Background: an optimization exercise with open tools, aiming at small area, a short achievable clock period and few clock cycles. Do not read the settings as production practice. Where RTL was checked, it was by simulation tests only, not by an equivalence proof against the original.

Setup of oak:
Design Bin2BCD, start of the top module:
module Bin2BCD(input wire clk, input wire rst, input wire en, input wire [31:0] din,
  output wire [39:0] digs, output reg done);
Size: about 1300 cells after synthesis, about 38 flip-flops, ~76 I/O pins.
Settings: LEC_CHECK=0, CAP_MARGIN=20, CORE_MARGIN=2, CORE_UTILIZATION=60, SLEW_MARGIN=20; clock period 15.0 ns.
standard.sh (not shown) runs the stock make flow with config.mk's settings and CLKGATE_MAP_FILE= SYNTH_SCRIPT=/design/flow/synth_recipe.tcl, a recipe that flattens the netlist after the stock synthesis.
==> flow/flow/run.sh <==
#!/bin/bash
set -euo pipefail
W=$PWD
rm -rf "$W/scripts_abc"
cp -r "$FLOW_HOME/scripts" "$W/scripts_abc"
cp "$W/flow/abc.script" "$W/scripts_abc/abc_speed.script"
bash "$W/standard.sh" SCRIPTS_DIR="$W/scripts_abc" ADDER_MAP_FILE= BUFFER_PORTS_ARGS="-buffer_cell sky130_fd_sc_hd__buf_1" finish > "$W/standard_flow.log" 2>&1
==> flow/flow/abc.script <==
strash
balance
rewrite
refactor
balance
rewrite
rewrite -z
balance
refactor -z
rewrite -z
balance
dc2
dch -f
amap
Input changes introduced in pine (baseline for comparison: oak):
--- a/flow/design.v
+++ b/flow/design.v
@@ -219,43 +219,43 @@
   assign x18_h[5] = 1'b0;
   assign x18_q0[5] = (x17_Q0[5] | x17_c[5]);
   assign x18_q1[5] = x17_Q0[5];
   assign x18_q2[5] = 1'b0;
   wire [5:0] x18_c = {x18_h[4:0], din[13]};
   wire [5:0] x18_Q0 = x18_q0;
   wire [5:0] x18_Q1 = x18_q1;
   wire [5:0] x18_Q2 = x18_q2;
-  wire [5:0] x19_h, x19_q0, x19_q1, x19_q2;
-  assign x19_h[4:0] = ((x18_Q1[4:0] & x18_c[4:0]) | x18_Q2[4:0]);
-  assign x19_q0[4:0] = ~((x18_Q0[4:0] & x18_c[4:0]) | ~(x18_Q0[4:0] | x18_Q2[4:0] | x18_c[4:0]) | x18_Q1[4:0]);
-  assign x19_q1[4:0] = ~((x18_Q0[4:0] & x18_c[4:0]) | ~((x18_Q2[4:0] & x18_c[4:0]) | x18_Q0[4:0]));
-  assign x19_q2[4:0] = ~((x18_Q0[4:0] & x18_Q1[4:0] & x18_c[4:0]) | ~((x18_Q0[4:0] & x18_c[4:0]) | x18_Q1[4:0]));
-  assign x19_h[5] = (x18_Q0[5] & x18_Q1[5] & x18_c[5]);
-  assign x19_q0[5] = ~((x18_Q0[5] & x18_c[5]) | ~(x18_Q0[5] | x18_c[5]) | x18_Q1[5]);
-  assign x19_q1[5] = ~(~x18_Q0[5] | x18_c[5]);
-  assign x19_q2[5] = ~((x18_Q1[5] & x18_c[5]) | ~((x18_Q1[5] | x18_c[5]) & x18_Q0[5]));
-  wire [6:0] x19_c = {x19_h[5:0], din[12]};
-  wire [6:0] x19_Q0 = {1'b0, x19_q0};
-  wire [6:0] x19_Q1 = {1'b0, x19_q1};
-  wire [6:0] x19_Q2 = {1'b0, x19_q2};
   always @(posedge clk) done <= rst & en;
-  reg [6:0] r_q0, r_q1, r_q2, r_c;
-  reg [11:0] r_lo;
+  reg [5:0] r_q0, r_q1, r_q2, r_c;
+  reg [12:0] r_lo;
   always @(posedge clk) begin
-    r_q0 <= x19_Q0; r_q1 <= x19_Q1; r_q2 <= x19_Q2; r_c <= x19_c;
-    r_lo <= din[11:0];
+    r_q0 <= x18_Q0; r_q1 <= x18_Q1; r_q2 <= x18_Q2; r_c <= x18_c;
+    r_lo <= din[12:0];
   end
+  wire [5:0] y19_h, y19_q0, y19_q1, y19_q2;
+  assign y19_h[4:0] = ((r_q1[4:0] & r_c[4:0]) | r_q2[4:0]);
+  assign y19_q0[4:0] = ~((r_q0[4:0] & r_c[4:0]) | ~(r_q0[4:0] | r_q2[4:0] | r_c[4:0]) | r_q1[4:0]);
+  assign y19_q1[4:0] = ~((r_q0[4:0] & r_c[4:0]) | ~((r_q2[4:0] & r_c[4:0]) | r_q0[4:0]));
+  assign y19_q2[4:0] = ~((r_q0[4:0] & r_q1[4:0] & r_c[4:0]) | ~((r_q0[4:0] & r_c[4:0]) | r_q1[4:0]));
+  assign y19_h[5] = (r_q0[5] & r_q1[5] & r_c[5]);
+  assign y19_q0[5] = ~((r_q0[5] & r_c[5]) | ~(r_q0[5] | r_c[5]) | r_q1[5]);
+  assign y19_q1[5] = ~(~r_q0[5] | r_c[5]);
+  assign y19_q2[5] = ~((r_q1[5] & r_c[5]) | ~((r_q1[5] | r_c[5]) & r_q0[5]));
+  wire [6:0] y19_c = {y19_h[5:0], r_lo[12]};
+  wire [6:0] y19_Q0 = {1'b0, y19_q0};
+  wire [6:0] y19_Q1 = {1'b0, y19_q1};
+  wire [6:0] y19_Q2 = {1'b0, y19_q2};
   wire [6:0] y20_h, y20_q0, y20_q1, y20_q2;
-  assign y20_h[5:0] = ((r_q1[5:0] & r_c[5:0]) | r_q2[5:0]);
-  assign y20_q0[5:0] = ~((r_q0[5:0] & r_c[5:0]) | ~(r_q0[5:0] | r_q2[5:0] | r_c[5:0]) | r_q1[5:0]);
-  assign y20_q1[5:0] = ~((r_q0[5:0] & r_c[5:0]) | ~((r_q2[5:0] & r_c[5:0]) | r_q0[5:0]));
-  assign y20_q2[5:0] = ~((r_q0[5:0] & r_q1[5:0] & r_c[5:0]) | ~((r_q0[5:0] & r_c[5:0]) | r_q1[5:0]));
+  assign y20_h[5:0] = ((y19_Q1[5:0] & y19_c[5:0]) | y19_Q2[5:0]);
+  assign y20_q0[5:0] = ~((y19_Q0[5:0] & y19_c[5:0]) | ~(y19_Q0[5:0] | y19_Q2[5:0] | y19_c[5:0]) | y19_Q1[5:0]);
+  assign y20_q1[5:0] = ~((y19_Q0[5:0] & y19_c[5:0]) | ~((y19_Q2[5:0] & y19_c[5:0]) | y19_Q0[5:0]));
+  assign y20_q2[5:0] = ~((y19_Q0[5:0] & y19_Q1[5:0] & y19_c[5:0]) | ~((y19_Q0[5:0] & y19_c[5:0]) | y19_Q1[5:0]));
   assign y20_h[6] = 1'b0;
-  assign y20_q0[6] = r_c[6];
+  assign y20_q0[6] = y19_c[6];
   assign y20_q1[6] = 1'b0;
   assign y20_q2[6] = 1'b0;
   wire [6:0] y20_c = {y20_h[5:0], r_lo[11]};
   wire [6:0] y20_Q0 = y20_q0;
   wire [6:0] y20_Q1 = y20_q1;
   wire [6:0] y20_Q2 = y20_q2;
   wire [6:0] y21_h, y21_q0, y21_q1, y21_q2;
   assign y21_h[5:0] = ((y20_Q1[5:0] & y20_c[5:0]) | y20_Q2[5:0]);
==> notes.md <==
- Looking at worst-path cell with the longest stage delay, the sky130_fd_sc_hd__o21ai_0 result is from pine; the sky130_fd_sc_hd__o32ai_1 one comes from oak.
- Against oak as the reference, pine delivers a higher setup slack after layout.
- Multi-input logic portion of the cell area ends up lower on oak.
- pine vs oak: growth of design area from synthesis to finish down in pine
- Detailed-placement wirelength estimate went up by a few percent going from oak to pine.
- Taking oak as the reference, in pine final design area excluding fillers decreased 0.56%, number of standard cells after synthesis moved down.
Testbench counts of pine, summed over its fixed seeds: cycles 3,208.
Only the layout flow was run in oak; the RTL was not checked for function there.

[what the ideal ports hide]
The results above use ideal ports. As a check the final layouts listed here were re-extracted and re-timed, cells and wires unchanged. Step 1 assumes that a clkbuf_16 drives the clock port and a buf_2 every other input. Step 2 adds t to the input delays and takes it off the output delays; t is the mean of the earliest and latest rising clock arrival at the registers after step 1. Input paths then give back, and output paths get back, about the clock's delay inside the block. Slacks: ideal / step 1 / step 2; pairs: ideal / step 1.
run | t, ns | setup WS [ns] | worst setup path after step 2
oak | 0.328 | 5.529 / 5.541 / 5.213 | input to register
pine | 0.336 | 5.594 / 5.560 / 5.709 | input to register
After both steps every run listed still meets setup and hold. For oak, which loses most, drivers alone change the setup slack by +0.012 ns; drivers and shift together by -0.316 ns.
